This is an optimization exercise on Yosys and OpenROAD, whose aim is small area, a short achievable clock period and few clock cycles per item, not a production implementation.
RTL that was checked went through simulation tests only; none was proved equivalent to the original.
Function not checked in runs 1 and 5: the RTL went through the layout flow alone.
No activity file was given, so power comes from the tool's default toggle rates.

==> flow/design.v <==
`timescale 1ns / 1ps
module serialToVector( input bitIn,
							  input clk,
							  input reset,
							  input en,
							  input punctMode,
							  output reg valid,
							  output reg a,
							  output reg b,
							  output reg punct,
							  output reg [4:0] t
    );
	reg ph;
	reg m;
	reg [4:0] tin;
	always @(posedge clk)
	begin
		if (en)
			begin
				if (!ph)
					m <= bitIn;
				a <= ph ? m : bitIn;
				b <= bitIn;
				punct <= ~ph;
				t <= tin;
			end
		if (reset)
			begin
				ph <= 1'b0;
				tin <= 5'd0;
				valid <= 1'b0;
			end
		else
			begin
				valid <= 1'b0;
				if (en)
					begin
						if (ph)
							begin
								ph <= 1'b0;
								tin <= tin + 1'b1;
								valid <= 1'b1;
							end
						else if (punctMode & tin[0])
							begin
								tin <= tin + 1'b1;
								valid <= 1'b1;
							end
						else
							ph <= 1'b1;
					end
			end
	end
endmodule
`timescale 1ns / 1ps
module branchMetric(input clk,
						  input reset,
						  input valid,
						  input a,
						  input b,
						  input punct,
						  input [4:0] t,
						  output reg bmValid,
						  output reg [7:0] bmA,
						  output reg [7:0] bmB,
						  output reg [19:0] eSel,
						  output reg last,
						  output reg keep,
						  output reg we,
						  output reg [4:0] wa,
						  output reg wdir
    );
	 integer c;
	 reg xa, xb;
	 reg [1:0] da, db;
	 reg [2:0] e;
	 always @(posedge clk)
		begin
			if (valid)
				begin
					for (c = 0; c < 4; c = c + 1)
						begin
							xa = c[1] ^ a;
							xb = ~punct & (c[0] ^ b);
							da = xa + xb;
							db = !xa + (~punct & !xb);
							bmA[2*c +: 2] <= da;
							bmB[2*c +: 2] <= db;
							e = {1'b0, db} - {1'b0, da};
							eSel[5*c +: 5] <= 5'b00001 << (e + 3'd2);
						end
					last <= (t == 5'd31);
					keep <= (t >= 5'd6);
					we <= (t >= 5'd6) && (t != 5'd31);
					wa <= wdir ? (5'd30 - t) : (t - 5'd6);
				end
			if (reset)
				begin
					bmValid <= 1'b0;
					wdir <= 1'b0;
				end
			else
				begin
					bmValid <= valid;
					if (valid & (t == 5'd31))
						wdir <= ~wdir;
				end
		end
endmodule
`timescale 1ns / 1ps
module stateDecider(input [4:0]cost0,
						  input [4:0]cost1,
						  input [1:0]bmA,
						  input [1:0]bmB,
						  input [4:0]eSel,
						  output [4:0] costEven,
						  output [4:0] costOdd,
						  output decEven,
						  output decOdd
    );
	 wire [4:0] d = cost0 - cost1;
	 wire pos = ~d[4];
	 wire [4:0] g;	 
	 assign g[0] = pos | (&d);
	 assign g[1] = pos;
	 assign g[2] = pos & (|d[3:0]);
	 assign g[3] = pos & (|d[3:1]);
	 assign g[4] = pos & ((|d[3:2]) | (d[1] & d[0]));
	 assign decEven = |(eSel & g);
	 assign decOdd = |(eSel & {g[0], g[1], g[2], g[3], g[4]});
	 wire [4:0] s0A = cost0 + bmA;
	 wire [4:0] s0B = cost0 + bmB;
	 wire [4:0] s1A = cost1 + bmA;
	 wire [4:0] s1B = cost1 + bmB;
	 assign costEven = decEven ? s1B : s0A;
	 assign costOdd = decOdd ? s1A : s0B;
endmodule
`timescale 1ns / 1ps
module pathDecider(input clk,
						 input en,
						 input clr,
						 input keep,
						 input [7:0] bmA,
						 input [7:0] bmB,
						 input [19:0] eSel,
						 output reg [63:0] decisions,
						 output [319:0] costs
    );
			reg [4:0] pm [0:63];
			wire [4:0] npm [0:63];
			wire [63:0] dec;
			always @(posedge clk)
				if (en & keep)
					decisions <= dec;
			genvar i;
			generate
				for (i = 0; i < 64; i = i + 1) begin : regs
					assign costs[5*i +: 5] = pm[i];
					always @(posedge clk)
						if (clr)
							pm[i] <= 5'd0;
						else if (en)
							pm[i] <= npm[i];
				end
				for (i = 0; i < 32; i = i + 1) begin : butterflies
					localparam [1:0] C = {i[1]^i[2]^i[4], i[0]^i[1]^i[2]};
					stateDecider sd (
						.cost0(pm[i]),
						.cost1(pm[i+32]),
						.bmA(bmA[2*C +: 2]),
						.bmB(bmB[2*C +: 2]),
						.eSel(eSel[5*C +: 5]),
						.costEven(npm[2*i]),
						.costOdd(npm[2*i+1]),
						.decEven(dec[2*i]),
						.decOdd(dec[2*i+1])
					);
				end
			endgenerate
endmodule
`timescale 1ns / 1ps
module pathMemory(input clk,
						input [63:0] decisions,
						input we,
						input [4:0] waddr,
						input [25:0] rsel,
						output reg [63:0] rowOut
    );
	 reg [63:0] pathMem [0:24];
	 genvar r;
	 generate
		for (r = 0; r < 25; r = r + 1) begin : rows
			always @(posedge clk)
				if (we && waddr == r)
					pathMem[r] <= decisions;
		end
	 endgenerate
	 reg [63:0] rd;
	 integer k;
	 always @*
		begin
			rd = decisions & {64{rsel[25]}};
			for (k = 0; k < 25; k = k + 1)
				rd = rd | (pathMem[k] & {64{rsel[k]}});
		end
	 always @(posedge clk)
		rowOut <= rd;
endmodule
`timescale 1ns / 1ps
module minCost( input clk,
					 input [319:0] costs,
					 output [5:0] index
    );
	 function automatic rless(input [4:0] l, input [4:0] r);
		reg b;
		integer k;
		begin
			b = 1'b0;
			for (k = 0; k < 4; k = k + 1)
				b = (~r[k] & l[k]) | (~(r[k] ^ l[k]) & b);
			rless = r[4] ^ l[4] ^ b;
		end
	 endfunction
	 reg [4:0] v1 [0:15];
	 reg [1:0] x1 [0:15];
	 reg [4:0] v2 [0:3];
	 reg [3:0] x2 [0:3];
	 genvar g;
	 generate
		for (g = 0; g < 16; g = g + 1) begin : st1
			wire [4:0] c0 = costs[5*(4*g)   +: 5];
			wire [4:0] c1 = costs[5*(4*g+1) +: 5];
			wire [4:0] c2 = costs[5*(4*g+2) +: 5];
			wire [4:0] c3 = costs[5*(4*g+3) +: 5];
			wire l0 = rless(c0, c1);
			wire l1 = rless(c2, c3);
			wire [4:0] a = l0 ? c1 : c0;
			wire [4:0] b = l1 ? c3 : c2;
			wire l2 = rless(a, b);
			always @(posedge clk)
				begin
					v1[g] <= l2 ? b : a;
					x1[g] <= l2 ? {1'b1, l1} : {1'b0, l0};
				end
		end
		for (g = 0; g < 4; g = g + 1) begin : st2
			wire l0 = rless(v1[4*g], v1[4*g+1]);
			wire l1 = rless(v1[4*g+2], v1[4*g+3]);
			wire [4:0] a = l0 ? v1[4*g+1] : v1[4*g];
			wire [4:0] b = l1 ? v1[4*g+3] : v1[4*g+2];
			wire [3:0] xa = l0 ? {2'd1, x1[4*g+1]} : {2'd0, x1[4*g]};
			wire [3:0] xb = l1 ? {2'd3, x1[4*g+3]} : {2'd2, x1[4*g+2]};
			wire l2 = rless(a, b);
			always @(posedge clk)
				begin
					v2[g] <= l2 ? b : a;
					x2[g] <= l2 ? xb : xa;
				end
		end
	 endgenerate
	 wire m0 = rless(v2[0], v2[1]);
	 wire m1 = rless(v2[2], v2[3]);
	 wire [4:0] fa = m0 ? v2[1] : v2[0];
	 wire [4:0] fb = m1 ? v2[3] : v2[2];
	 wire [5:0] ia = m0 ? {2'd1, x2[1]} : {2'd0, x2[0]};
	 wire [5:0] ib = m1 ? {2'd3, x2[3]} : {2'd2, x2[2]};
	 assign index = rless(fa, fb) ? ib : ia;
endmodule
`timescale 1ns / 1ps
module restoreBits(input clk,
						 input reset,
						 input portReset,
						 input load,
						 input start,
						 input wdir,
						 input [5:0] minCost,
						 input [63:0] row,
						 output reg [25:0] rsel,
						 output reg [31:0] bitOut,
						 output reg done
    );
	 reg [5:0] state;
	 reg [5:0] lo;
	 reg [4:0] counter;
	 reg down;
	 reg busy;
	 wire nb = row[state];
	 always @(posedge clk)
		begin
			if (load)
				begin
					rsel <= 26'h2000000;
					down <= wdir;
				end
			else
				rsel <= down ? rsel >> 1 : {rsel[24:0], rsel[25]};
			bitOut[31:6] <= {bitOut[30:6], lo[5]};
			if (start)
				begin
					state <= minCost;
					lo <= {minCost[0], minCost[1], minCost[2], minCost[3], minCost[4], minCost[5]};
				end
			else
				begin
					state <= {nb, state[5:1]};
					if (busy)
						lo <= {lo[4:0], nb};
				end
			bitOut[5:0] <= {lo[4:0], nb};
			counter <= start ? 5'd0 : counter + 1'b1;
			if (reset)
				begin
					busy <= 1'b0;
					done <= 1'b0;
				end
			else
				begin
					done <= portReset & busy & (counter == 5'd25);
					if (start)
						busy <= 1'b1;
					else if (counter == 5'd25)
						busy <= 1'b0;
				end
		end
endmodule
`timescale 1ns / 1ps
module viterDecode(input bitIn,
						 input clk,
						 input reset,
						 input [3:0]rate,
						 output [31:0]bitsOut,
						 output done,
						 output reg ready
    );
	 reg rst;
	 reg is23;
	 always @(posedge clk)
		begin
			rst <= ~reset;
			is23 <= (rate == 4'b1001);
			ready <= reset;
		end
	 wire symValid, symA, symB, symPunct;
	 wire [4:0] symT;
	 serialToVector SV (
    .bitIn(bitIn),
    .clk(clk),
    .reset(rst),
    .en(~rst),
    .punctMode(is23),
    .valid(symValid),
    .a(symA),
    .b(symB),
    .punct(symPunct),
    .t(symT)
    );
	 wire bmValid, bmLast, bmKeep, bmWe, wdir;
	 wire [4:0] bmWa;
	 wire [7:0] bmA, bmB;
	 wire [19:0] eSel;
	 branchMetric BM (
    .clk(clk),
    .reset(rst),
    .valid(symValid),
    .a(symA),
    .b(symB),
    .punct(symPunct),
    .t(symT),
    .bmValid(bmValid),
    .bmA(bmA),
    .bmB(bmB),
    .eSel(eSel),
    .last(bmLast),
    .keep(bmKeep),
    .we(bmWe),
    .wa(bmWa),
    .wdir(wdir)
    );
	 wire [63:0] decisions;
	 wire [319:0] costs;
	 pathDecider PD (
    .clk(clk),
    .en(bmValid),
    .clr(rst | f1),
    .keep(bmKeep),
    .bmA(bmA),
    .bmB(bmB),
    .eSel(eSel),
    .decisions(decisions),
    .costs(costs)
    );
	 reg f1, f2, f3;
	 always @(posedge clk)
		begin
			if (rst)
				begin
					f1 <= 1'b0;
					f2 <= 1'b0;
					f3 <= 1'b0;
				end
			else
				begin
					f1 <= bmValid & bmLast;
					f2 <= f1;
					f3 <= f2;
				end
		end
	 reg memWe;
	 reg [4:0] memWa;
	 always @(posedge clk)
		begin
			memWe <= bmValid & bmWe;
			memWa <= bmWa;
		end
	 wire [63:0] row;
	 wire [25:0] rsel;
	 pathMemory PM (
    .clk(clk),
    .decisions(decisions),
    .we(memWe),
    .waddr(memWa),
    .rsel(rsel),
    .rowOut(row)
    );
	 wire [5:0] best;
	 minCost MC (
    .clk(clk),
    .costs(costs),
    .index(best)
    );
	 restoreBits RB (
    .clk(clk),
    .reset(rst),
    .portReset(reset),
    .load(f2),
    .start(f3),
    .wdir(wdir),
    .minCost(best),
    .row(row),
    .rsel(rsel),
    .bitOut(bitsOut),
    .done(done)
    );
endmodule
==> flow/flow/run.sh <==
#!/bin/bash
# The standard layout (the standard.sh: ORFS synthesis to final layout)
# with a larger setup-slack margin for ORFS's timing repair, so repair keeps
# working below the 11 ns clock. The clock, constraints and every other
# setting are the standard flow's own.
set -euo pipefail
bash standard.sh SETUP_SLACK_MARGIN=7.6 finish > standard_flow.log 2>&1
==> flow/standard.sh <==
#!/bin/bash
# synth_recipe.tcl (not shown) runs the flow's synth.tcl, then flattens the netlist and writes it again
# the make line also repeats each setting of config.mk as NAME=value (left out here)
make -C /OpenROAD-flow-scripts/flow DESIGN_CONFIG=/design/flow/config.mk WORK_HOME=/design/flow/orfs CLKGATE_MAP_FILE= SYNTH_SCRIPT=/design/flow/synth_recipe.tcl "${@:-finish}"
==> flow/config.mk <==
export PLATFORM = sky130hd
export DESIGN_NAME = viterDecode
export DESIGN_NICKNAME = viterDecode
export VERILOG_FILES = /design/flow/design.v
export SDC_FILE = /design/flow/constraint.sdc
export NUM_CORES = 4
export LEC_CHECK = 0
export CAP_MARGIN = 20
export CORE_MARGIN = 2
export CORE_UTILIZATION = 40
export SLEW_MARGIN = 20
==> flow/constraint.sdc <==
create_clock -name core_clock -period 11.0 [get_ports {clk}]
set_input_delay 2.2000 -clock core_clock [delete_from_list [all_inputs] [get_ports {clk}]]
set_output_delay 2.2000 -clock core_clock [all_outputs]
set_load 0.01 [all_outputs]
==> summary.md, run 1 <==
| Metric | Value |
|---|---|
| Core Rows | `just under 200` |
| Die area | `288600 um^2` |
| Longest Clk Path Bufs | `4` |
| Ys flop type | `edfxtp_1` |
| Cell variety after synth | `97` |
| Worst-Skew Late Latency | `approximately 0.94 ns` |
| Die width | `537.2 um` |
| Post-Route WL | `422600 um` |
| Syn avg cell area | `around 12 um^2` |
| Min Tclk post-route | `approximately 3.6 ns` |
| Setup TNS | `0 ns` |
| Cells after synthesis | `roughly 9.2k` |
| Layout area overhead | `16.48%` |
| Post-Route Utilization | `0.4689` |
| Register share of total power | `0.456` |
| Fraction of registers with async set/reset | `0` |
| Sequential element share of the synthesized area | `0.5626` |
| Vias | `82.98k` |
| Hold WC Path Type | `reg2reg` |
| Core box area | `around 280000 um^2` |
| Worst EP required | `between 8 and 9 ns` |
| Worst setup EP type | `output port` |
| Synth area leader | `edfxtp_1` |
| Post-synthesis net count | `9980` |
| Hold_ws | `~0.25 ns` |
| Residual DRC | `0` |
| Placed cell area | `119000 um^2` |
| VDD IR max | `0.1493 mV` |
| Period utilisation layout | `0.3263` |
| CP bufs+invs | `1` |
| Leakage power | `46.44 nW` |
| Final count of negative-setup-slack endpoints | `0` |
| Wirelength per Cell | `approximately 31 um` |
| Fin area | `132500 um^2` |
| Post-synth top cells | `1715 x edfxtp_1, 624 x dfxtp_1, 600 x nor2_1` |
| Vias in the first global route | `between 70k and 80k` |
| Max-cap check violation count | `0` |
| Max Clock Freq | `278.6 MHz` |
| Num ports | `41` |
| Setup WS post-layout | `7.411 ns` |
| Fin cells | `13.46k` |
| Nets@finish | `10.27k` |
| Cell area after synthesis | `roughly 110000 um^2` |
| Starting Density | `0.4026` |
| Worst relative slew slack | `0.2208` |
| H-tree depth | `4` |
| Number of CTS-inserted buffers | `237` |
| P_sw | `approximately 6.4 mW` |
| First-pass GRT wire length | `between 500000 and 600000 um` |
| Status | `complete, no violations` |
| Largest net degree at the start of global routing | `118` |
| Global route overflow | `0` |
| Kind of cell adding the most delay to the critical path | `flip-flops` |
| # clock sinks | `2339` |
| Fill cell count | `approximately 25k` |
| 1st-pass router iterations | `6` |
| Warnings, synthesis | `14` |
| Clock Tree Root | `clkbuf_16` |
| Max Slew Vio Count | `0` |
| Design Power | `22.15 mW` |
| # hold bufs at CTS | `0` |
| RSZ-0062 raised after global routing | `yes` |
| Vias per cell | `~6` |
| CTS tree | `built` |
| Total GRT Usage | `0.2849` |
| Worst Skew | `0.1047 ns` |
| Seq cells post-synth | `around 2.3k` |
| DPL Wire Length | `255900 um` |
| CP peak stage delay | `0.36 ns` |
| DP Worst Slack | `6.515 ns` |
| Worst Path Class, Setup | `reg2out` |
| CP startpoint kind | `flop` |
| Top-count cell post-synth | `edfxtp_1` |
| Number of synthesized flops with an enable pin | `~1.7k` |
| Share of cells above drive strength 1 | `0.1753` |
| Internal | `15.70 mW` |
| Critical-path maximum fanout | `2` |
| GPL Wtd Cong | `0.9696` |
| Comb power frac | `0.179` |
| Switch share | `0.2912` |
| Worst slew pin tran | `roughly 1.2 ns` |
| Arr. time, crit path | `about 1.4 ns` |
| Multi-input logic area | `48920 um^2` |
| Max stage delay cell, worst path | `dfxtp_4` |
| Iter 0 DRT Violations | `roughly 9.3k` |
| Placed insts | `12.71k` |
| CP Cell Sequence | `buf_6` |
| Power Density | `167.2 nW/um^2` |
| Die H | `537.2 um` |
| Top cell type's share of synthesized area | `0.4528` |
| Final Hold Viols | `0` |
| Antenna-violating nets left | `0` |
| Initial antenna violation count | `32` |
| Top cells by area, synth | `edfxtp_1 45%, dfxtp_1 11%, ha_1 6.5%, mux2i_1 3.9%, xnor2_1 3.4%` |
| Clock Pin Slew Worst Setup and Hold Paths | `0.06 ns` |
| Clock power share | `0.365` |
| Buffers on Ports | `40` |
| Sequential cell area | `64470 um^2` |
-- cell usage in the layout, fill, tap and decap left out, drive strengths merged, types with 150 or more instances in the layout --
cell / n
mux2i: 442
a221oi: 204
inv: 577
a21oi: 462
clkbuf: 315
dfxtp: 624
ha: 592
xnor2: 464
nand3: 281
o21ai: 257
nor3: 187
a22o: 195
a22oi: 451
edfxtp: 1715
nor2: 600
nand2: 219
fa: 160
buf: 509
or3: 150
xor2: 155
-- repair_timing --
action,4_1_cts,5_1_grt
resized for setup,577,448
buffers inserted,156,138
endpoints found under the setup margin,608,465
gates cloned,1,0
pin swaps,100,120
-- registers in the layout (all words and copies together), names as in the netlist, 7 cells and up --
name and count:
BM.bmB 7, BM.eSel 20, MC.v1 80, MC.v2 20, MC.x1 32, MC.x2 16, PD.decisions 64, PD.pm 320
PM.pathMem 1600, PM.rowOut 64, RB.bitOut 32, RB.rsel 26
-- layer usage --
layer	vias up	wire length [um]	GRT usage
li1	35330	-	-
met1	42190	163200	0.3669
met2	4359	193300	0.4564
met3	1079	39840	0.05542
met4	26	26040	0.1468
met5	-	188	0
-- final cells by class --
cell class,count,area share
Sequential cell,2339,0.4867
Antenna cell,14,0.0002644
Clock buffer,315,0.04879
Timing Repair Buffer,515,0.03298
Clock inverter,119,0.008774
Tap cell,3743,0.03535
Multi-Input combinational cell,5819,0.3693
Inverter,594,0.01788
-- worst paths after layout --
kind	startpoint	end	slack, ns	cells past startpoint
setup reg to reg	PD.pm[35][1]	MC.v1[8][2]	7.42	16
setup / recovery	RB.bitOut[28]	bitsOut[28]	7.41	1
hold reg to reg	BM.wa[2]	memWa[2]	0.25	0
hold / removal	BM.wa[2]	memWa[2]	0.25	0
-- power by group through the flow --
stage	Sequential, mW	Combinational [mW]	Clock [mW]
2_1_floorplan	9.87	2.22	0
3_3_place_gp	10.3	3.20	0
3_5_place_dp	10.3	3.25	0
4_1_cts	10.1	3.61	8.12
5_1_grt	10.1	4.15	8.46
6_report	10.1	3.96	8.08
-- kinds of logic (layout without fill, tap and decap cells) --
group / Yosys count / count (layout) / synth area share
simple gates: 1852 / 1853 / 0.08035
buf+inv: 1064 / 1543 / 0.03570
xor+xnor: 619 / 619 / 0.04928
other cells: 0 / 14 / 0
fa+ha+maj: 753 / 753 / 0.09337
compound gates: 2109 / 2109 / 0.1334
mux: 485 / 485 / 0.04523
flops: 2339 / 2339 / 0.5626
==> run 2, diff against run 1 <==
--- a/flow/design.v
+++ b/flow/design.v
@@ -63,7 +63,6 @@
 						  output reg bmValid,
 						  output reg [7:0] bmA,
 						  output reg [7:0] bmB,
-						  output reg [19:0] eSel,
 						  output reg last,
 						  output reg keep,
 						  output reg we,
@@ -73,7 +72,6 @@
 	 integer c;
 	 reg xa, xb;
 	 reg [1:0] da, db;
-	 reg [2:0] e;
 	 always @(posedge clk)
 		begin
 			if (valid)
@@ -86,8 +84,6 @@
 							db = !xa + (~punct & !xb);
 							bmA[2*c +: 2] <= da;
 							bmB[2*c +: 2] <= db;
-							e = {1'b0, db} - {1'b0, da};
-							eSel[5*c +: 5] <= 5'b00001 << (e + 3'd2);
 						end
 					last <= (t == 5'd31);
 					keep <= (t >= 5'd6);
@@ -112,26 +108,27 @@
 						  input [4:0]cost1,
 						  input [1:0]bmA,
 						  input [1:0]bmB,
-						  input [4:0]eSel,
 						  output [4:0] costEven,
 						  output [4:0] costOdd,
 						  output decEven,
 						  output decOdd
     );
-	 wire [4:0] d = cost0 - cost1;
-	 wire pos = ~d[4];
-	 wire [4:0] g;	 
-	 assign g[0] = pos | (&d);
-	 assign g[1] = pos;
-	 assign g[2] = pos & (|d[3:0]);
-	 assign g[3] = pos & (|d[3:1]);
-	 assign g[4] = pos & ((|d[3:2]) | (d[1] & d[0]));
-	 assign decEven = |(eSel & g);
-	 assign decOdd = |(eSel & {g[0], g[1], g[2], g[3], g[4]});
+	 function automatic rless(input [4:0] l, input [4:0] r);
+		reg b;
+		integer k;
+		begin
+			b = 1'b0;
+			for (k = 0; k < 4; k = k + 1)
+				b = (~r[k] & l[k]) | (~(r[k] ^ l[k]) & b);
+			rless = r[4] ^ l[4] ^ b;
+		end
+	 endfunction
 	 wire [4:0] s0A = cost0 + bmA;
 	 wire [4:0] s0B = cost0 + bmB;
 	 wire [4:0] s1A = cost1 + bmA;
 	 wire [4:0] s1B = cost1 + bmB;
+	 assign decEven = rless(s0A, s1B);
+	 assign decOdd = rless(s0B, s1A);
 	 assign costEven = decEven ? s1B : s0A;
 	 assign costOdd = decOdd ? s1A : s0B;
 endmodule
@@ -142,7 +139,6 @@
 						 input keep,
 						 input [7:0] bmA,
 						 input [7:0] bmB,
-						 input [19:0] eSel,
 						 output reg [63:0] decisions,
 						 output [319:0] costs
     );
@@ -169,7 +165,6 @@
 						.cost1(pm[i+32]),
 						.bmA(bmA[2*C +: 2]),
 						.bmB(bmB[2*C +: 2]),
-						.eSel(eSel[5*C +: 5]),
 						.costEven(npm[2*i]),
 						.costOdd(npm[2*i+1]),
 						.decEven(dec[2*i]),
@@ -357,7 +352,6 @@
 	 wire bmValid, bmLast, bmKeep, bmWe, wdir;
 	 wire [4:0] bmWa;
 	 wire [7:0] bmA, bmB;
-	 wire [19:0] eSel;
 	 branchMetric BM (
     .clk(clk),
     .reset(rst),
@@ -369,7 +363,6 @@
     .bmValid(bmValid),
     .bmA(bmA),
     .bmB(bmB),
-    .eSel(eSel),
     .last(bmLast),
     .keep(bmKeep),
     .we(bmWe),
@@ -385,7 +378,6 @@
     .keep(bmKeep),
     .bmA(bmA),
     .bmB(bmB),
-    .eSel(eSel),
     .decisions(decisions),
     .costs(costs)
     );
--- a/flow/config.mk
+++ b/flow/config.mk
@@ -8,4 +8,5 @@
 export CAP_MARGIN = 20
 export CORE_MARGIN = 2
 export CORE_UTILIZATION = 40
+export CTS_BUF_LIST = sky130_fd_sc_hd__clkbuf_8 sky130_fd_sc_hd__clkbuf_16
 export SLEW_MARGIN = 20
==> run 2 against run 1 <==
Final cell count down 5.4%. Register-to-register slack improved by 0.10 ns. Flip-flop and latch count fell by 20. Clock power up 0.9%. Sequential power barely moved. Worst setup slack lost 0.027 ns. Wire length shrank 11%. Synthesized area is 3.3% lower. Power down 4.1%. Critical path depth is the same. Critical path type unchanged. Largest power group unchanged.
==> summary.md, run 2 <==
| Metric | Value |
|---|---|
| Total GRT Usage | `0.2551` |
| # clock sinks | `2319` |
| CP Cell Sequence | `buf_6` |
| Worst Path Class, Setup | `reg2out` |
| Fill cell count | `about 24k` |
| CP startpoint kind | `flop` |
| Min Tclk post-route | `3.616 ns` |
| DPL Wire Length | `220500 um` |
| Design Power | `21.24 mW` |
| RSZ-0062 raised after global routing | `yes` |
| Status | `complete, no violations` |
| Vias | `74.94k` |
| Core Rows | `192` |
| Initial antenna violation count | `15` |
| Warnings, synthesis | `15` |
| Post-Route WL | `between 300000 and 400000 um` |
| Vias per cell | `5.885` |
| Sequential element share of the synthesized area | `0.5765` |
| Ys flop type | `edfxtp_1` |
| 1st-pass router iterations | `6` |
| Worst relative slew slack | `0.2276` |
| Iter 0 DRT Violations | `8448` |
| FF-to-FF path depth | `15` |
| CP peak stage delay | `0.39 ns` |
| Leakage power | `roughly 48 nW` |
| CP bufs+invs | `1` |
| Placed cell area | `115900 um^2` |
| Largest net degree at the start of global routing | `74` |
| Worst slew pin tran | `1.159 ns` |
| Hold_ws | `around 0.35 ns` |
| Post-synthesis net count | `9368` |
| Max-cap check violation count | `0` |
| Starting Density | `0.4019` |
| Cell variety after synth | `62` |
| Worst-Skew Late Latency | `0.95 ns` |
| Setup WS post-layout | `7.384 ns` |
| Global route overflow | `0` |
| First-pass GRT wire length | `516800 um` |
| Layout area overhead | `18.56%` |
| Max Clock Freq | `roughly 280 MHz` |
| Max stage delay cell, worst path | `dfxtp_4` |
| Die H | `528.3 um` |
| Kind of cell adding the most delay to the critical path | `flip-flops` |
| Max Slew Vio Count | `0` |
| Critical-path maximum fanout | `1` |
| Num ports | `41` |
| Fraction of registers with async set/reset | `0` |
| Final count of negative-setup-slack endpoints | `0` |
| Share of cells above drive strength 1 | `0.1996` |
| Clock Pin Slew Worst Setup and Hold Paths | `0.06 ns` |
| Residual DRC | `0` |
| Most frequent cells in the layout | `1695 x edfxtp_1, 767 x nor2_1, 591 x ha_1, 516 x mux2i_1, 451 x a22oi_1` |
| Post-synth top cells | `1695 x edfxtp_1, 830 x nor2_1, 648 x ha_1` |
| Syn avg cell area | `12.81 um^2` |
| GPL Wtd Cong | `0.9057` |
| H-tree depth | `4` |
| Buffers on Ports | `40` |
| Synth area leader | `edfxtp_1` |
| Worst EP required | `between 8 and 9 ns` |
| Worst setup EP type | `output port` |
| Cells after synthesis | `between 8k and 9k` |
| Hold path cells | `0` |
| CTS tree | `built` |
| Die width | `528.3 um` |
| Commonest non-fill, non-tap cell in the layout | `edfxtp_1` |
| Core box area | `around 270000 um^2` |
| Power Density | `162.9 nW/um^2` |
| Number of CTS-inserted buffers | `approximately 230` |
| Fin area | `roughly 130000 um^2` |
| Top-count cell post-synth | `edfxtp_1` |
| DP Worst Slack | `6.623 ns` |
| Top cells by area, synth | `edfxtp_1 46%, dfxtp_1 11%, ha_1 7.4%, mux2i_1 5.0%, a22oi_1 3.1%` |
| VDD IR max | `0.1316 mV` |
| Fin cells | `about 13k` |
| Max reg flops | `1600` |
| Hold WC Path Type | `reg2reg` |
| Largest Register | `PM.pathMem` |
| Clock Tree Root | `clkbuf_16` |
| Vias in the first global route | `approximately 70k` |
| Stages on worst setup path | `1` |
| Worst Skew | `0.1245 ns` |
| Biggest regs | `PM.pathMem: 1600 flops, PD.pm: 320 flops, MC.v1: 80 flops` |
| Longest Clk Path Bufs | `4` |
| # hold bufs at CTS | `0` |
| Die area | `279100 um^2` |
| Top cell type's share of synthesized area | `0.4629` |
| Antenna-violating nets left | `0` |
| Number of synthesized flops with an enable pin | `about 1.7k` |
| Placed insts | `between 10k and 15k` |
| Cell area after synthesis | `110000 um^2` |
| Wirelength per Cell | `29.44 um` |
| Post-Route Utilization | `0.4765` |
| Setup TNS | `0 ns` |
| Final Hold Viols | `0` |
| Nets@finish | `around 10k` |
| Arr. time, crit path | `1.42 ns` |
| Seq cells post-synth | `2319` |
| Period utilisation layout | `0.3287` |
## run 2: layout make-up
type	count	area, um^2	area share
clock inverters	167	1503	0.01153
clock buffers	261	6238	0.04785
repair buffers	540	5074	0.03892
inverters	450	1837	0.01409
well taps	3589	4491	0.03444
multi-input cells	5404	47190	0.3620
diodes	5	12.51	0.00009597
flip-flops and latches	2319	64030	0.4911
## run 2: cells by family after synthesis
group / after synthesis / share of synthesized area
compound gates: 1717 / 0.1147
mux: 602 / 0.05758
xor+xnor: 647 / 0.05601
simple gates: 1661 / 0.06845
buf+inv: 863 / 0.02974
fa+ha+maj: 776 / 0.09704
flops: 2319 / 0.5765
## run 2: worst paths after layout
check | startpoint | to | slack (ns)
setup / recovery | RB.bitOut[2] | bitsOut[2] | 7.38
hold / removal | BM.wa[0] | memWa[0] | 0.35
setup reg to reg | PD.pm[49][1] | MC.v1[12][1] | 7.52
hold reg to reg | BM.wa[0] | memWa[0] | 0.35
## run 2: power breakdown
group	switching, mW	leakage [nW]	total (mW)	internal [mW]
Sequential	0.546	20.5	9.99	9.45
Clock	3.51	3.97	8.15	4.64
Combinational	1.80	24.0	3.10	1.30
Total	5.86	48.5	21.2	15.4
## run 2: worst reg2reg max path, cell delays in order (launching register included)
cell and delay (ns):
dfxtp_4 0.42, clkinvlp_4 0.22, ha_4 0.31, nand3b_1 0.12
o2bb2ai_4 0.20, xnor2_4 0.25, nor2_2 0.07, a21oi_2 0.18
inv_2 0.07, ha_4 0.27, nand3b_1 0.07, mux2_4 0.30
a21oi_2 0.12, o22a_2 0.22, xor2_4 0.30, mux2i_1 0.23
## run 2: layer usage
metal | share of wire | GRT usage | vias to the layer above
li1 | - | - | 32750
met1 | 0.40 | 0.3415 | 38040
met2 | 0.48 | 0.4275 | 3455
met3 | 0.083 | 0.03248 | 692
met4 | 0.042 | 0.08423 | 2
met5 | 0.000045 | 0 | -
## run 2: what timing repair did
action | CTS | global route
setup buffers | 117 | 229
resized for setup | 563 | 525
pin swaps | 87 | 176
endpoints found under the hold margin | 0 | 0
gates cloned | 1 | 9
endpoints found under the setup margin | 805 | 394
Testbench counts of run 2, summed over its fixed seeds: cycles 39,192, items 640.
==> run 3, diff against run 2 <==
--- a/flow/config.mk
+++ b/flow/config.mk
@@ -8,5 +8,4 @@
 export CAP_MARGIN = 20
 export CORE_MARGIN = 2
 export CORE_UTILIZATION = 40
-export CTS_BUF_LIST = sky130_fd_sc_hd__clkbuf_8 sky130_fd_sc_hd__clkbuf_16
 export SLEW_MARGIN = 20
==> run 3 against run 2 <==
Still clean. Clock skew shrank 0.0027 ns. Global-route usage did not move. Core utilization hardly changed. Final area hardly changed. Critical path depth unchanged. Clock-buffer cell count rose by 48. Synthesized cell count unchanged. Worst hold slack worse by 0.0017 ns. Final cell count hardly changed. Wire length decreased by 0.17%. Sequential share of layout area about the same. Register-to-register slack hardly changed. Largest power group unchanged. Highest routed layer unchanged.
==> summary.md, run 3 <==
| Metric | Value |
|---|---|
| Max stage delay cell, worst path | `dfxtp_4` |
| VDD IR max | `0.1321 mV` |
| Setup TNS | `0 ns` |
| Ys flop type | `edfxtp_1` |
| Nets@finish | `9723` |
| DPL Wire Length | `220500 um` |
| Share of cells above drive strength 1 | `0.1993` |
| Post-synthesis simple-gate area fraction | `0.06845` |
| Top cells by area, synth | `edfxtp_1 46%, dfxtp_1 11%, ha_1 7.4%, mux2i_1 5.0%, a22oi_1 3.1%` |
| RSZ-0062 raised after global routing | `yes` |
| Post-synthesis compound-gate area fraction | `0.1147` |
| XOR/XNOR Fraction of Synth Area | `0.05601` |
| Worst relative slew slack | `0.2321` |
| Leakage power | `a little under 50 nW` |
| Core Rows | `around 190` |
| Longest Clk Path Bufs | `4` |
| Cell area after synthesis | `roughly 110000 um^2` |
| Max Slew Vio Count | `0` |
| GPL Wtd Cong | `0.9057` |
| Worst-Skew Late Latency | `0.95 ns` |
| # clock sinks | `2319` |
| Fill cell count | `23.63k` |
| Period utilisation layout | `0.3286` |
| Warnings, synthesis | `15` |
| Top-count cell post-synth | `edfxtp_1` |
| Worst R2R Setup Slack | `7.53 ns` |
| Sequential element share of the synthesized area | `0.5765` |
| Final Hold Viols | `0` |
| First-pass GRT wire length | `516800 um` |
| Seq cells post-synth | `2319` |
| Residual DRC | `0` |
| Max Clock Freq | `~280 MHz` |
| 1st-pass router iterations | `6` |
| CTS tree | `built` |
| Vias | `74.79k` |
| Wirelength per Cell | `29.41 um` |
| Worst EP required | `between 8 and 9 ns` |
| Post-synthesis net count | `9368` |
| Die H | `~530 um` |
| Synth area leader | `edfxtp_1` |
| Critical-path maximum fanout | `1` |
| Arr. time, crit path | `1.42 ns` |
| Clock Tree Root | `clkbuf_16` |
| Max reg flops | `~1.6k` |
| Most frequent cells in the layout | `1695 x edfxtp_1, 767 x nor2_1, 591 x ha_1, 516 x mux2i_1, 451 x a22oi_1` |
| Vias per cell | `5.877` |
| # hold bufs at CTS | `0` |
| Area share of fa/ha/maj cells after synthesis | `0.09704` |
| Worst setup EP type | `output port` |
| Worst slew pin tran | `1.152 ns` |
| Cell variety after synth | `62` |
| CP Cell Sequence | `buf_6` |
| Biggest regs | `PM.pathMem: 1600 flops, PD.pm: 320 flops, MC.v1: 80 flops` |
| CP peak stage delay | `between 0.3 and 0.4 ns` |
| Status | `complete, no violations` |
| Top cell type's share of synthesized area | `0.4629` |
| Vias in the first global route | `roughly 72k` |
| Total GRT Usage | `0.2551` |
| Power Density | `163.3 nW/um^2` |
| Die width | `528.3 um` |
| Number of synthesized flops with an enable pin | `1695` |
| Cells after synthesis | `about 8.6k` |
| Starting Density | `0.4019` |
| Fraction of registers with async set/reset | `0` |
| Worst Setup SP | `RB.bitOut[2]` |
| Initial antenna violation count | `16` |
| Iter 0 DRT Violations | `8497` |
| RR Startpoint | `PD.pm[49][1]` |
| Kind of cell adding the most delay to the critical path | `flip-flops` |
| Largest net degree at the start of global routing | `74` |
| Worst Skew | `0.1218 ns` |
| Post-synth top cells | `1695 x edfxtp_1, 830 x nor2_1, 648 x ha_1` |
| H-tree depth | `4` |
| Min Tclk post-route | `3.615 ns` |
| Max-cap check violation count | `0` |
| Largest Register | `PM.pathMem` |
| Multiplexer share of the synthesized area | `0.05758` |
| Layout area overhead | `18.49%` |
| Commonest non-fill, non-tap cell in the layout | `edfxtp_1` |
| Core box area | `273600 um^2` |
| CP bufs+invs | `1` |
| Clock Pin Slew Worst Setup and Hold Paths | `about 0.060 ns` |
| Design Power | `21.28 mW` |
| Hold Crit Start | `BM.wa[2]` |
| Buffers on Ports | `40` |
| Hold WC Path Type | `reg2reg` |
| Final count of negative-setup-slack endpoints | `0` |
| Number of CTS-inserted buffers | `about 230` |
| Die area | `279100 um^2` |
| Antenna-violating nets left | `0` |
| Syn avg cell area | `12.81 um^2` |
| CP startpoint kind | `flop` |
| Global route overflow | `0` |
| Worst Path Class, Setup | `reg2out` |
| Main combinational cell family by area after synthesis | `compound AO/OA/AOI/OAI gates` |
| Num ports | `41` |
| Post-Route WL | `374200 um` |
## run 3: path summary, 6_finish.rpt
path / cells after the start / end
setup / recovery: 1 / bitsOut[2]
hold / removal: 0 / memWa[2]
hold reg to reg: 0 / memWa[2]
setup reg to reg: 15 / MC.v1[12][1]
## run 3: area by class of cell
type	count	area, um^2	area share
Tap cell	3589	4491	0.03446
Clock buffer	309	6422	0.04929
Sequential cell	2319	64030	0.4914
Multi-Input combinational cell	5404	47190	0.3622
Inverter	450	1837	0.01410
Clock inverter	119	1323	0.01015
Antenna cell	4	10.01	0.00007682
Timing Repair Buffer	532	4997	0.03835
## run 3: cells by family after synthesis
kind of cell / count (synthesis)
xor+xnor: 647
compound gates: 1717
fa+ha+maj: 776
flops: 2319
buf+inv: 863
mux: 602
simple gates: 1661
## run 3: per-layer routing
| layer | wire length [um] | vias to the layer above | global-route usage |
|---|---|---|---|
| met5 | 17 | - | 0 |
| met4 | 15590 | 2 | 0.08423 |
| met3 | 30690 | 662 | 0.03248 |
| met2 | 177700 | 3356 | 0.4275 |
| met1 | 150300 | 38030 | 0.3415 |
| li1 | - | 32730 | - |
## run 3: per-stage QoR
| stage | hold slack [ns] | instances | setup slack (ns) | util | cell area, um^2 |
|---|---|---|---|---|---|
| after detailed placement | 0.3342 | 11940 | 6.623 | 0.4234 | 115900 |
| after CTS | 0.3390 | 12480 | 7.327 | 0.4606 | 126000 |
| after global routing | 0.3575 | 12720 | 7.352 | 0.4761 | 130300 |
| after floorplan | 0.3233 | 8585 | 6.308 | - | 111300 |
| after global placement | 0.3309 | 11930 | 6.773 | 0.4228 | 115700 |
| final | 0.3469 | 12730 | 7.385 | 0.4762 | 130300 |
## run 3: repair_timing
| item | in CTS | in global routing |
|---|---|---|
| buffers inserted | 117 | 222 |
| setup endpoints to repair | 805 | 394 |
| resized for setup | 563 | 526 |
| gates cloned | 1 | 8 |
| pin swaps | 87 | 167 |
## run 3: where the power goes
part           total, mW  internal [mW]  switching, mW
logic               3.09           1.29           1.80
registers           9.99           9.45          0.546
clock network       8.20           4.68           3.51
==> run 4, diff against run 3 <==
--- a/flow/flow/run.sh
+++ b/flow/flow/run.sh
@@ -4,4 +4,4 @@
 # working below the 11 ns clock. The clock, constraints and every other
 # setting are the standard flow's own.
 set -euo pipefail
-bash standard.sh SETUP_SLACK_MARGIN=7.6 finish > standard_flow.log 2>&1
+bash standard.sh SETUP_SLACK_MARGIN=7.45 finish > standard_flow.log 2>&1
==> run 4 against run 3 <==
First-iteration DRC count down 6.5%. Global-route usage down 0.15 points. Clock power down 2%. Synthesized cell count unchanged. Clock skew down 0.042 ns. Critical path depth unchanged. Power down 1.4%. Critical path type unchanged. Flip-flop and latch count unchanged. Register-to-register slack worse by 0.10 ns. Core utilization down 1.2 points. Highest routed layer unchanged. Sequential share of layout area up 1.1 points.
==> summary.md, run 4 <==
| Metric | Value |
|---|---|
| Max stage delay cell, worst path | `dfxtp_4` |
| Vias | `73.80k` |
| Core Rows | `192` |
| Nets@finish | `around 9.5k` |
| Core box area | `273600 um^2` |
| Switch share | `0.2763` |
| Cell area after synthesis | `between 100000 and 150000 um^2` |
| CP peak stage delay | `approximately 0.40 ns` |
| Number of synthesized flops with an enable pin | `1695` |
| Worst EP required | `8.80 ns` |
| Share of cells above drive strength 1 | `0.1579` |
| Synth area leader | `edfxtp_1` |
| Cell variety after synth | `62` |
| Total GRT Usage | `0.2536` |
| Placed insts | `11.93k` |
| DPL Wire Length | `218900 um` |
| First-pass GRT wire length | `513300 um` |
| Leakage power | `46.99 nW` |
| H-tree depth | `4` |
| Clock Pin Slew Worst Setup and Hold Paths | `0.06 ns` |
| Num ports | `41` |
| Arr. time, crit path | `1.40 ns` |
| VDD IR max | `0.1654 mV` |
| Top cells by area, synth | `edfxtp_1 46%, dfxtp_1 11%, ha_1 7.4%, mux2i_1 5.0%, a22oi_1 3.1%` |
| GPL Wtd Cong | `0.8834` |
| Largest Register | `PM.pathMem` |
| Fill cell count | `23.99k` |
| Top cell type's share of synthesized area | `0.4629` |
| Setup TNS | `0 ns` |
| Max Slew Vio Count | `0` |
| Register share of total power | `0.475` |
| Antenna-violating nets left | `0` |
| Buffers on Ports | `40` |
| Max reg flops | `roughly 1.6k` |
| Min Tclk post-route | `3.596 ns` |
| Initial antenna violation count | `15` |
| Kind of cell adding the most delay to the critical path | `flip-flops` |
| Most frequent cells in the layout | `1695 x edfxtp_1, 788 x nor2_1, 632 x ha_1, 527 x mux2i_1, 451 x a22oi_1` |
| Status | `complete, no violations` |
| Worst-Skew Late Latency | `about 0.9 ns` |
| Residual DRC | `0` |
| Power Density | `165.2 nW/um^2` |
| Iter 0 DRT Violations | `7946` |
| RSZ-0062 raised after global routing | `yes` |
| Worst Skew | `between 0.08 and 0.09 ns` |
| Fin cells | `about 13k` |
| Vias per cell | `around 6` |
| Worst relative slew slack | `0.1563` |
| Wirelength per Cell | `28.91 um` |
| Layout area overhead | `15.49%` |
| Comb power frac | `0.141` |
| Biggest regs | `PM.pathMem: 1600 flops, PD.pm: 320 flops, MC.v1: 80 flops` |
| Vias in the first global route | `around 71k` |
| Number of CTS-inserted buffers | `222` |
| Cells after synthesis | `8585` |
| 1st-pass router iterations | `6` |
| # clock sinks | `roughly 2.3k` |
| CP bufs+invs | `1` |
| Post-synth top cells | `1695 x edfxtp_1, 830 x nor2_1, 648 x ha_1` |
| CP Cell Sequence | `buf_6` |
| Die H | `528.3 um` |
| Max-cap check violation count | `0` |
| Die width | `528.3 um` |
| Starting Density | `0.4019` |
| Design Power | `roughly 21 mW` |
| Post-Route WL | `363000 um` |
| CTS tree | `built` |
| Max Clock Freq | `approximately 280 MHz` |
| Warnings, synthesis | `15` |
| Internal | `15.19 mW` |
| Worst Path Class, Setup | `reg2out` |
| Worst slew pin tran | `around 1.3 ns` |
| Clock power share | `0.384` |
| Syn avg cell area | `12.81 um^2` |
| Final Hold Viols | `0` |
| Clock Tree Root | `clkbuf_16` |
| Post-synthesis net count | `about 9.4k` |
| Ys flop type | `edfxtp_1` |
| Critical-path maximum fanout | `1` |
| Fraction of registers with async set/reset | `0` |
| Final count of negative-setup-slack endpoints | `0` |
| Worst setup EP type | `output port` |
| Top-count cell post-synth | `edfxtp_1` |
| Global route overflow | `0` |
| Sequential element share of the synthesized area | `0.5765` |
| Period utilisation layout | `0.3269` |
| Die area | `279100 um^2` |
| Largest net degree at the start of global routing | `88` |
| Commonest non-fill, non-tap cell in the layout | `edfxtp_1` |
| Seq cells post-synth | `2319` |
| Longest Clk Path Bufs | `3` |
| P_sw | `~5.8 mW` |
| Hold WC Path Type | `reg2reg` |
| CP startpoint kind | `flop` |
-- run 4: cell count changes in the layout (fill, tap and decap cells not counted), sizes merged --
| cell | delta |
|---|---|
| buf | -159 |
| bufinv | -2 |
| clkinv | -2 |
| clkinvlp | -7 |
| diode | -1 |
| inv | +2 |
| or2 | -1 |
-- run 4: area by class of cell --
cell class | count | area [um^2] | area share
Clock inverter | 110 | 1394 | 0.01098
Clock buffer | 314 | 6304 | 0.04964
Antenna cell | 3 | 7.507 | 0.00005912
Sequential cell | 2319 | 63820 | 0.5026
Multi-Input combinational cell | 5403 | 45900 | 0.3614
Timing Repair Buffer | 368 | 3313 | 0.02609
Tap cell | 3589 | 4491 | 0.03536
Inverter | 450 | 1763 | 0.01388
-- run 4: cells by family after synthesis --
kind of cell | count (synthesis) | synth area share
XOR/XNOR | 647 | 0.05601
AO/OA/AOI/OAI | 1717 | 0.1147
adder cells (fa/ha/maj) | 776 | 0.09704
multiplexers | 602 | 0.05758
AND/OR/NAND/NOR | 1661 | 0.06845
buffers and inverters | 863 | 0.02974
flip-flops | 2319 | 0.5765
-- run 4: power by group through the flow --
stage                     clock network (mW)  registers (mW)  logic (mW)
after floorplan                            0            9.74        1.93
after global placement                     0            10.2        2.58
after detailed placement                   0            10.2        2.63
after CTS                               8.11            9.97        2.76
after global routing                    8.44            9.97        3.14
final                                   8.07            9.97        2.95
-- run 4: metal layers --
layer / global-route usage / up-vias / wire length, um
met2: 0.4228 / 3211 / 172100
met3: 0.03294 / 609 / 28970
met4: 0.08761 / 2 / 14110
met5: 0 / - / 13
li1: - / 32380 / -
met1: 0.3395 / 37590 / 147900
-- run 4: worst paths after layout --
| check | startpoint | end | slack (ns) | depth (start not counted) |
|---|---|---|---|---|
| setup / recovery | RB.bitOut[3] | bitsOut[3] | 7.40 | 1 |
| hold / removal | BM.wa[2] | memWa[2] | 0.31 | 0 |
| setup reg to reg | PD.pm[29][3] | MC.x1[7][0] | 7.43 | 18 |
| hold reg to reg | BM.wa[2] | memWa[2] | 0.31 | 0 |
-- run 4: what timing repair did --
item / 4_1_cts / 5_1_grt
cloned: 0 / 0
buffers inserted: 83 / 113
hold buffers: 0 / 0
setup endpoints to repair: 781 / 338
gates resized for setup: 480 / 286
pin swaps: 41 / 79
-- run 4: stage by stage --
step | utilization | cell area, um^2 | setup WS [ns] | hold slack, ns
after floorplan | - | 110900 | 6.308 | 0.3233
after global placement | 0.4215 | 115300 | 6.724 | 0.3271
after detailed placement | 0.4217 | 115400 | 6.623 | 0.3294
after CTS | 0.4565 | 124900 | 7.361 | 0.3104
after global routing | 0.4641 | 127000 | 7.353 | 0.3319
final | 0.4641 | 127000 | 7.404 | 0.3054
==> run 5, diff against run 4 <==
--- a/flow/design.v
+++ b/flow/design.v
@@ -63,6 +63,7 @@
 						  output reg bmValid,
 						  output reg [7:0] bmA,
 						  output reg [7:0] bmB,
+						  output reg [19:0] eSel,
 						  output reg last,
 						  output reg keep,
 						  output reg we,
@@ -72,6 +73,7 @@
 	 integer c;
 	 reg xa, xb;
 	 reg [1:0] da, db;
+	 reg [2:0] e;
 	 always @(posedge clk)
 		begin
 			if (valid)
@@ -84,6 +86,8 @@
 							db = !xa + (~punct & !xb);
 							bmA[2*c +: 2] <= da;
 							bmB[2*c +: 2] <= db;
+							e = {1'b0, db} - {1'b0, da};
+							eSel[5*c +: 5] <= 5'b00001 << (e + 3'd2);
 						end
 					last <= (t == 5'd31);
 					keep <= (t >= 5'd6);
@@ -108,27 +112,26 @@
 						  input [4:0]cost1,
 						  input [1:0]bmA,
 						  input [1:0]bmB,
+						  input [4:0]eSel,
 						  output [4:0] costEven,
 						  output [4:0] costOdd,
 						  output decEven,
 						  output decOdd
     );
-	 function automatic rless(input [4:0] l, input [4:0] r);
-		reg b;
-		integer k;
-		begin
-			b = 1'b0;
-			for (k = 0; k < 4; k = k + 1)
-				b = (~r[k] & l[k]) | (~(r[k] ^ l[k]) & b);
-			rless = r[4] ^ l[4] ^ b;
-		end
-	 endfunction
+	 wire [4:0] d = cost0 - cost1;
+	 wire pos = ~d[4];
+	 wire [4:0] g;	 
+	 assign g[0] = pos | (&d);
+	 assign g[1] = pos;
+	 assign g[2] = pos & (|d[3:0]);
+	 assign g[3] = pos & (|d[3:1]);
+	 assign g[4] = pos & ((|d[3:2]) | (d[1] & d[0]));
+	 assign decEven = |(eSel & g);
+	 assign decOdd = |(eSel & {g[0], g[1], g[2], g[3], g[4]});
 	 wire [4:0] s0A = cost0 + bmA;
 	 wire [4:0] s0B = cost0 + bmB;
 	 wire [4:0] s1A = cost1 + bmA;
 	 wire [4:0] s1B = cost1 + bmB;
-	 assign decEven = rless(s0A, s1B);
-	 assign decOdd = rless(s0B, s1A);
 	 assign costEven = decEven ? s1B : s0A;
 	 assign costOdd = decOdd ? s1A : s0B;
 endmodule
@@ -139,6 +142,7 @@
 						 input keep,
 						 input [7:0] bmA,
 						 input [7:0] bmB,
+						 input [19:0] eSel,
 						 output reg [63:0] decisions,
 						 output [319:0] costs
     );
@@ -165,6 +169,7 @@
 						.cost1(pm[i+32]),
 						.bmA(bmA[2*C +: 2]),
 						.bmB(bmB[2*C +: 2]),
+						.eSel(eSel[5*C +: 5]),
 						.costEven(npm[2*i]),
 						.costOdd(npm[2*i+1]),
 						.decEven(dec[2*i]),
@@ -216,50 +221,56 @@
 			rless = r[4] ^ l[4] ^ b;
 		end
 	 endfunction
-	 reg [4:0] v1 [0:15];
-	 reg [1:0] x1 [0:15];
-	 reg [4:0] v2 [0:3];
-	 reg [3:0] x2 [0:3];
+	 wire [4:0] a1 [0:31];
+	 wire [0:0] i1 [0:31];
+	 wire [4:0] a2 [0:15];
+	 wire [1:0] i2 [0:15];
+	 wire [4:0] a3 [0:7];
+	 wire [2:0] i3 [0:7];
+	 reg [4:0] v3 [0:7];
+	 reg [2:0] x3 [0:7];
 	 genvar g;
 	 generate
-		for (g = 0; g < 16; g = g + 1) begin : st1
-			wire [4:0] c0 = costs[5*(4*g)   +: 5];
-			wire [4:0] c1 = costs[5*(4*g+1) +: 5];
-			wire [4:0] c2 = costs[5*(4*g+2) +: 5];
-			wire [4:0] c3 = costs[5*(4*g+3) +: 5];
-			wire l0 = rless(c0, c1);
-			wire l1 = rless(c2, c3);
-			wire [4:0] a = l0 ? c1 : c0;
-			wire [4:0] b = l1 ? c3 : c2;
-			wire l2 = rless(a, b);
+		for (g = 0; g < 32; g = g + 1) begin : lv1
+			wire [4:0] c0 = costs[5*(2*g)   +: 5];
+			wire [4:0] c1 = costs[5*(2*g+1) +: 5];
+			wire l = rless(c0, c1);
+			assign a1[g] = l ? c1 : c0;
+			assign i1[g] = l;
+		end
+		for (g = 0; g < 16; g = g + 1) begin : lv2
+			wire l = rless(a1[2*g], a1[2*g+1]);
+			assign a2[g] = l ? a1[2*g+1] : a1[2*g];
+			assign i2[g] = l ? {1'b1, i1[2*g+1]} : {1'b0, i1[2*g]};
+		end
+		for (g = 0; g < 8; g = g + 1) begin : lv3
+			wire l = rless(a2[2*g], a2[2*g+1]);
+			assign a3[g] = l ? a2[2*g+1] : a2[2*g];
+			assign i3[g] = l ? {1'b1, i2[2*g+1]} : {1'b0, i2[2*g]};
 			always @(posedge clk)
 				begin
-					v1[g] <= l2 ? b : a;
-					x1[g] <= l2 ? {1'b1, l1} : {1'b0, l0};
+					v3[g] <= a3[g];
+					x3[g] <= i3[g];
 				end
 		end
-		for (g = 0; g < 4; g = g + 1) begin : st2
-			wire l0 = rless(v1[4*g], v1[4*g+1]);
-			wire l1 = rless(v1[4*g+2], v1[4*g+3]);
-			wire [4:0] a = l0 ? v1[4*g+1] : v1[4*g];
-			wire [4:0] b = l1 ? v1[4*g+3] : v1[4*g+2];
-			wire [3:0] xa = l0 ? {2'd1, x1[4*g+1]} : {2'd0, x1[4*g]};
-			wire [3:0] xb = l1 ? {2'd3, x1[4*g+3]} : {2'd2, x1[4*g+2]};
-			wire l2 = rless(a, b);
-			always @(posedge clk)
-				begin
-					v2[g] <= l2 ? b : a;
-					x2[g] <= l2 ? xb : xa;
-				end
+	 endgenerate
+	 wire [4:0] a4 [0:3];
+	 wire [3:0] i4 [0:3];
+	 wire [4:0] a5 [0:1];
+	 wire [4:0] i5 [0:1];
+	 generate
+		for (g = 0; g < 4; g = g + 1) begin : lv4
+			wire l = rless(v3[2*g], v3[2*g+1]);
+			assign a4[g] = l ? v3[2*g+1] : v3[2*g];
+			assign i4[g] = l ? {1'b1, x3[2*g+1]} : {1'b0, x3[2*g]};
+		end
+		for (g = 0; g < 2; g = g + 1) begin : lv5
+			wire l = rless(a4[2*g], a4[2*g+1]);
+			assign a5[g] = l ? a4[2*g+1] : a4[2*g];
+			assign i5[g] = l ? {1'b1, i4[2*g+1]} : {1'b0, i4[2*g]};
 		end
 	 endgenerate
-	 wire m0 = rless(v2[0], v2[1]);
-	 wire m1 = rless(v2[2], v2[3]);
-	 wire [4:0] fa = m0 ? v2[1] : v2[0];
-	 wire [4:0] fb = m1 ? v2[3] : v2[2];
-	 wire [5:0] ia = m0 ? {2'd1, x2[1]} : {2'd0, x2[0]};
-	 wire [5:0] ib = m1 ? {2'd3, x2[3]} : {2'd2, x2[2]};
-	 assign index = rless(fa, fb) ? ib : ia;
+	 assign index = rless(a5[0], a5[1]) ? {1'b1, i5[1]} : {1'b0, i5[0]};
 endmodule
 `timescale 1ns / 1ps
 module restoreBits(input clk,
@@ -352,6 +363,7 @@
 	 wire bmValid, bmLast, bmKeep, bmWe, wdir;
 	 wire [4:0] bmWa;
 	 wire [7:0] bmA, bmB;
+	 wire [19:0] eSel;
 	 branchMetric BM (
     .clk(clk),
     .reset(rst),
@@ -363,6 +375,7 @@
     .bmValid(bmValid),
     .bmA(bmA),
     .bmB(bmB),
+    .eSel(eSel),
     .last(bmLast),
     .keep(bmKeep),
     .we(bmWe),
@@ -378,23 +391,22 @@
     .keep(bmKeep),
     .bmA(bmA),
     .bmB(bmB),
+    .eSel(eSel),
     .decisions(decisions),
     .costs(costs)
     );
-	 reg f1, f2, f3;
+	 reg f1, f2;
 	 always @(posedge clk)
 		begin
 			if (rst)
 				begin
 					f1 <= 1'b0;
 					f2 <= 1'b0;
-					f3 <= 1'b0;
 				end
 			else
 				begin
 					f1 <= bmValid & bmLast;
 					f2 <= f1;
-					f3 <= f2;
 				end
 		end
 	 reg memWe;
@@ -424,8 +436,8 @@
     .clk(clk),
     .reset(rst),
     .portReset(reset),
-    .load(f2),
-    .start(f3),
+    .load(f1),
+    .start(f2),
     .wdir(wdir),
     .minCost(best),
     .row(row),
--- a/flow/flow/run.sh
+++ b/flow/flow/run.sh
@@ -4,4 +4,4 @@
 # working below the 11 ns clock. The clock, constraints and every other
 # setting are the standard flow's own.
 set -euo pipefail
-bash standard.sh SETUP_SLACK_MARGIN=7.45 finish > standard_flow.log 2>&1
+bash standard.sh SETUP_SLACK_MARGIN=7.6 finish > standard_flow.log 2>&1
==> run 5 against run 4 <==
Core utilization increased by 1.4 points. Worst hold slack improved by 0.026 ns. Clock skew increased by 0.029 ns. Final cell count increased by 5.9%. Non-clock buffer count increased by 261. Critical path type is now reg2reg. Highest routed layer unchanged.
==> summary.md, run 5 <==
| Metric | Value |
|---|---|
| Status | `complete, no violations` |
| Worst slew pin tran | `1.274 ns` |
| Number of synthesized flops with an enable pin | `1715` |
| Post-synth top cells | `1715 x edfxtp_1, 819 x nor2_1, 609 x mux2i_1` |
| Iter 0 DRT Violations | `slightly above 9k` |
| Nets@finish | `~10k` |
| Period utilisation layout | `0.4526` |
| Warnings, synthesis | `12` |
| # clock sinks | `~2.3k` |
| Antenna-violating nets left | `0` |
| Max Clock Freq | `200.9 MHz` |
| WHS Endpoint | `RB.bitOut[8]` |
| Post-Route WL | `398200 um` |
| Syn avg cell area | `12.55 um^2` |
| Largest Register | `PM.pathMem` |
| CTS tree | `built` |
| Core Rows | `between 150 and 200` |
| Commonest non-fill, non-tap cell in the layout | `edfxtp_1` |
| Sequential element share of the synthesized area | `0.5531` |
| Number of CTS-inserted buffers | `228` |
| Num ports | `41` |
| Top-count cell post-synth | `edfxtp_1` |
| Worst relative slew slack | `0.1506` |
| DPL Wire Length | `roughly 240000 um` |
| Power Density | `roughly 180 nW/um^2` |
| Cell variety after synth | `80` |
| Max Slew Vio Count | `0` |
| Min Tclk post-route | `4.978 ns` |
| Top cells by area, synth | `edfxtp_1 46%, dfxtp_1 9.6%, ha_1 6.6%, mux2i_1 5.4%, xnor2_1 3.7%` |
| Longest Clk Path Bufs | `4` |
| Hold Crit Start | `RB.bitOut[7]` |
| Worst Path Class, Setup | `reg2reg` |
| Die H | `534.6 um` |
| Seq cells post-synth | `around 2.3k` |
| Most frequent cells in the layout | `1715 x edfxtp_1, 779 x nor2_1, 527 x ha_1, 512 x buf_4, 494 x mux2i_1` |
| Max reg flops | `roughly 1.6k` |
| Total GRT Usage | `0.2698` |
| Initial antenna violation count | `16` |
| Starting Density | `0.4027` |
| Worst-Skew Late Latency | `0.91 ns` |
| FF-to-FF path depth | `20` |
| Hold path cells | `0` |
| Critical-path maximum fanout | `6` |
| Vias in the first global route | `77.22k` |
| Largest net degree at the start of global routing | `roughly 170` |
| Worst R2R Setup Slack | `6.02 ns` |
| Max-cap check violation count | `0` |
| CP startpoint kind | `flop` |
| Synth area leader | `edfxtp_1` |
| Share of cells above drive strength 1 | `0.2177` |
| Die area | `around 290000 um^2` |
| Clock Pin Slew Worst Setup and Hold Paths | `around 0.06 ns` |
| Worst setup EP type | `flop` |
| Reg-to-Reg End | `MC.v3[2][3]` |
| Top cell type's share of synthesized area | `0.4573` |
| Setup TNS | `0 ns` |
| GPL Wtd Cong | `slightly above 0.9` |
| VDD IR max | `0.2914 mV` |
| Worst Skew | `roughly 0.11 ns` |
| # hold bufs at CTS | `0` |
| Hold WC Path Type | `reg2reg` |
| RR Startpoint | `PD.pm[23][1]` |
| Vias | `80.02k` |
| Arr. time, crit path | `5.69 ns` |
| Hold_ws | `0.3318 ns` |
| Clock Tree Root | `clkbuf_16` |
| Final Hold Viols | `0` |
| Ys flop type | `edfxtp_1` |
| Cell area after synthesis | `112600 um^2` |
| CP Cell Sequence | `inv_6 -> ha_4 -> and3b_1 -> o211ai_4 -> nand2_4 -> xnor2_4 -> mux2i_4 -> ha_4 -> inv_2 -> or3_4 -> o2111ai_4 -> a211oi_4 -> o2bb2ai_4 -> mux2i_4 -> inv_1 -> ha_1 -> a311oi_4 -> o21bai_4 -> xnor2_4 -> mux2_4` |
| Global route overflow | `0` |
| Buffers on Ports | `40` |
| Leakage power | `45.93 nW` |
| Final count of negative-setup-slack endpoints | `0` |
| Worst EP required | `11.71 ns` |
| Residual DRC | `0` |
| Fraction of registers with async set/reset | `0` |
| Vias per cell | `6.020` |
| Biggest regs | `PM.pathMem: 1600 flops, PD.pm: 320 flops` |
| First-pass GRT wire length | `560700 um` |
| Layout area overhead | `18.84%` |
| Die width | `534.6 um` |
| Core box area | `279600 um^2` |
| CP peak stage delay | `0.39 ns` |
| 1st-pass router iterations | `6` |
| Post-synthesis net count | `a little under 10k` |
| Cells after synthesis | `8973` |
| Wirelength per Cell | `29.96 um` |
| H-tree depth | `4` |
| Max stage delay cell, worst path | `dfxtp_4` |
| RSZ-0062 raised after global routing | `yes` |
==> run 5: power breakdown <==
group,total (mW),internal [mW],switching [mW],leakage [nW]
logic,6.57,2.98,3.59,22.3
registers,9.92,9.29,0.630,19.9
clock network,7.94,4.56,3.38,3.66
==> run 5: layer usage <==
metal,track usage,share of wire
met1,0.3616,0.40
met2,0.4441,0.47
met3,0.03725,0.085
met4,0.1017,0.044
met5,0,0.00019
==> run 5: logic make-up after synthesis <==
logic type      count (synthesis)  share of synthesized area
compound gates               2000                     0.1335
xor+xnor                      619                    0.05067
fa+ha+maj                     759                    0.09484
buf+inv                       999                    0.03401
flops                        2254                     0.5531
mux                           716                    0.06830
simple gates                 1626                    0.06554
==> run 5: layout make-up <==
cell class                      instances  area [um^2]
Fill cell                           24470       145800
Sequential cell                      2254        62890
Multi-Input combinational cell       5720        51340
Clock buffer                          300         6276
Timing Repair Buffer                  629         5268
Tap cell                             3724         4659
Inverter                              537         2138
Clock inverter                        119         1241
Antenna cell                            8        20.02
==> run 5: what timing repair did <==
| item | 4_1_cts | 5_1_grt |
|---|---|---|
| resized for setup | 915 | 360 |
| gates cloned | 0 | 0 |
| buffers inserted | 304 | 121 |
| pin swaps | 231 | 182 |
| endpoints found under the setup margin | 540 | 457 |
==> run 5: worst max-delay path by stage <==
| stage | from | to | depth (start not counted) |
|---|---|---|---|
| 2_1_floorplan | MC.v3[3][2] | RB.lo[1] | 23 |
| 3_3_place_gp | MC.v3[3][1] | RB.lo[1] | 20 |
| 3_5_place_dp | PD.pm[59][1] | MC.v3[7][3] | 20 |
| 4_1_cts | PD.pm[23][1] | MC.v3[2][3] | 20 |
| 5_1_grt | PD.pm[23][1] | MC.v3[2][3] | 20 |
| 6_report | PD.pm[23][1] | MC.v3[2][3] | 20 |
==> run 5: worst max-delay path, delay by kind of cell (launching register included) <==
kind,cells,cell delay (ns)
compound gates,6,1.35
mux,3,1.04
xor+xnor,2,0.53
buf+inv,3,0.18
simple gates,3,0.69
flops,1,0.39
fa+ha+maj,3,0.63
==> run 5: through the flow <==
step | instances | power [mW] | utilization | worst slack [ns] | area, um^2
after floorplan | 8973 | 13.15 | - | 6.232 | 113500
after global placement | 12440 | 14.90 | 0.4229 | 4.894 | 118300
after detailed placement | 12440 | 14.97 | 0.4230 | 5.009 | 118300
after CTS | 13160 | 23.96 | 0.4695 | 6.093 | 131300
after global routing | 13280 | 25.14 | 0.4785 | 5.888 | 133800
final | 13290 | 24.43 | 0.4786 | 6.022 | 133800

[port drivers added, routing unchanged]
The flow's constraints put no driver on any port. The routed layouts listed below were extracted and timed again, unchanged, in two steps. Step 1 (the two cells are an assumption about what drives the block):
set clk [get_ports {clk}]
set_driving_cell -lib_cell sky130_fd_sc_hd__clkbuf_16 $clk
set_driving_cell -lib_cell sky130_fd_sc_hd__buf_2 [delete_from_list [all_inputs] $clk]
Step 2 adds t to the input delays and takes it off the output delays; t is the mean of the earliest and latest rising clock arrival at the registers after step 1. Input paths then give back, and output paths get back, about the clock's delay inside the block. a / b / c = ideal / step 1 / step 2; a / b = the first two.
| run | t (ns) | slack for setup (ns) | hold WS [ns] | worst slew at a driven data input, ns |
|---|---|---|---|---|
| run 1 | 0.984 | 7.411 / 7.314 / 7.420 | 0.253 / 0.253 / 0.253 | 0.10 |
| run 2 | 0.981 | 7.384 / 7.289 / 7.516 | 0.349 / 0.349 / 0.349 | 0.09 |
| run 3 | 0.978 | 7.385 / 7.291 / 7.527 | 0.347 / 0.347 / 0.347 | 0.09 |
| run 4 | 0.957 | 7.404 / 7.311 / 7.429 | 0.305 / 0.305 / 0.305 | 0.08 |
| run 5 | 0.952 | 6.022 / 6.022 / 6.022 | 0.332 / 0.332 / 0.332 | 0.06 |
After both steps every run listed still meets setup and hold.
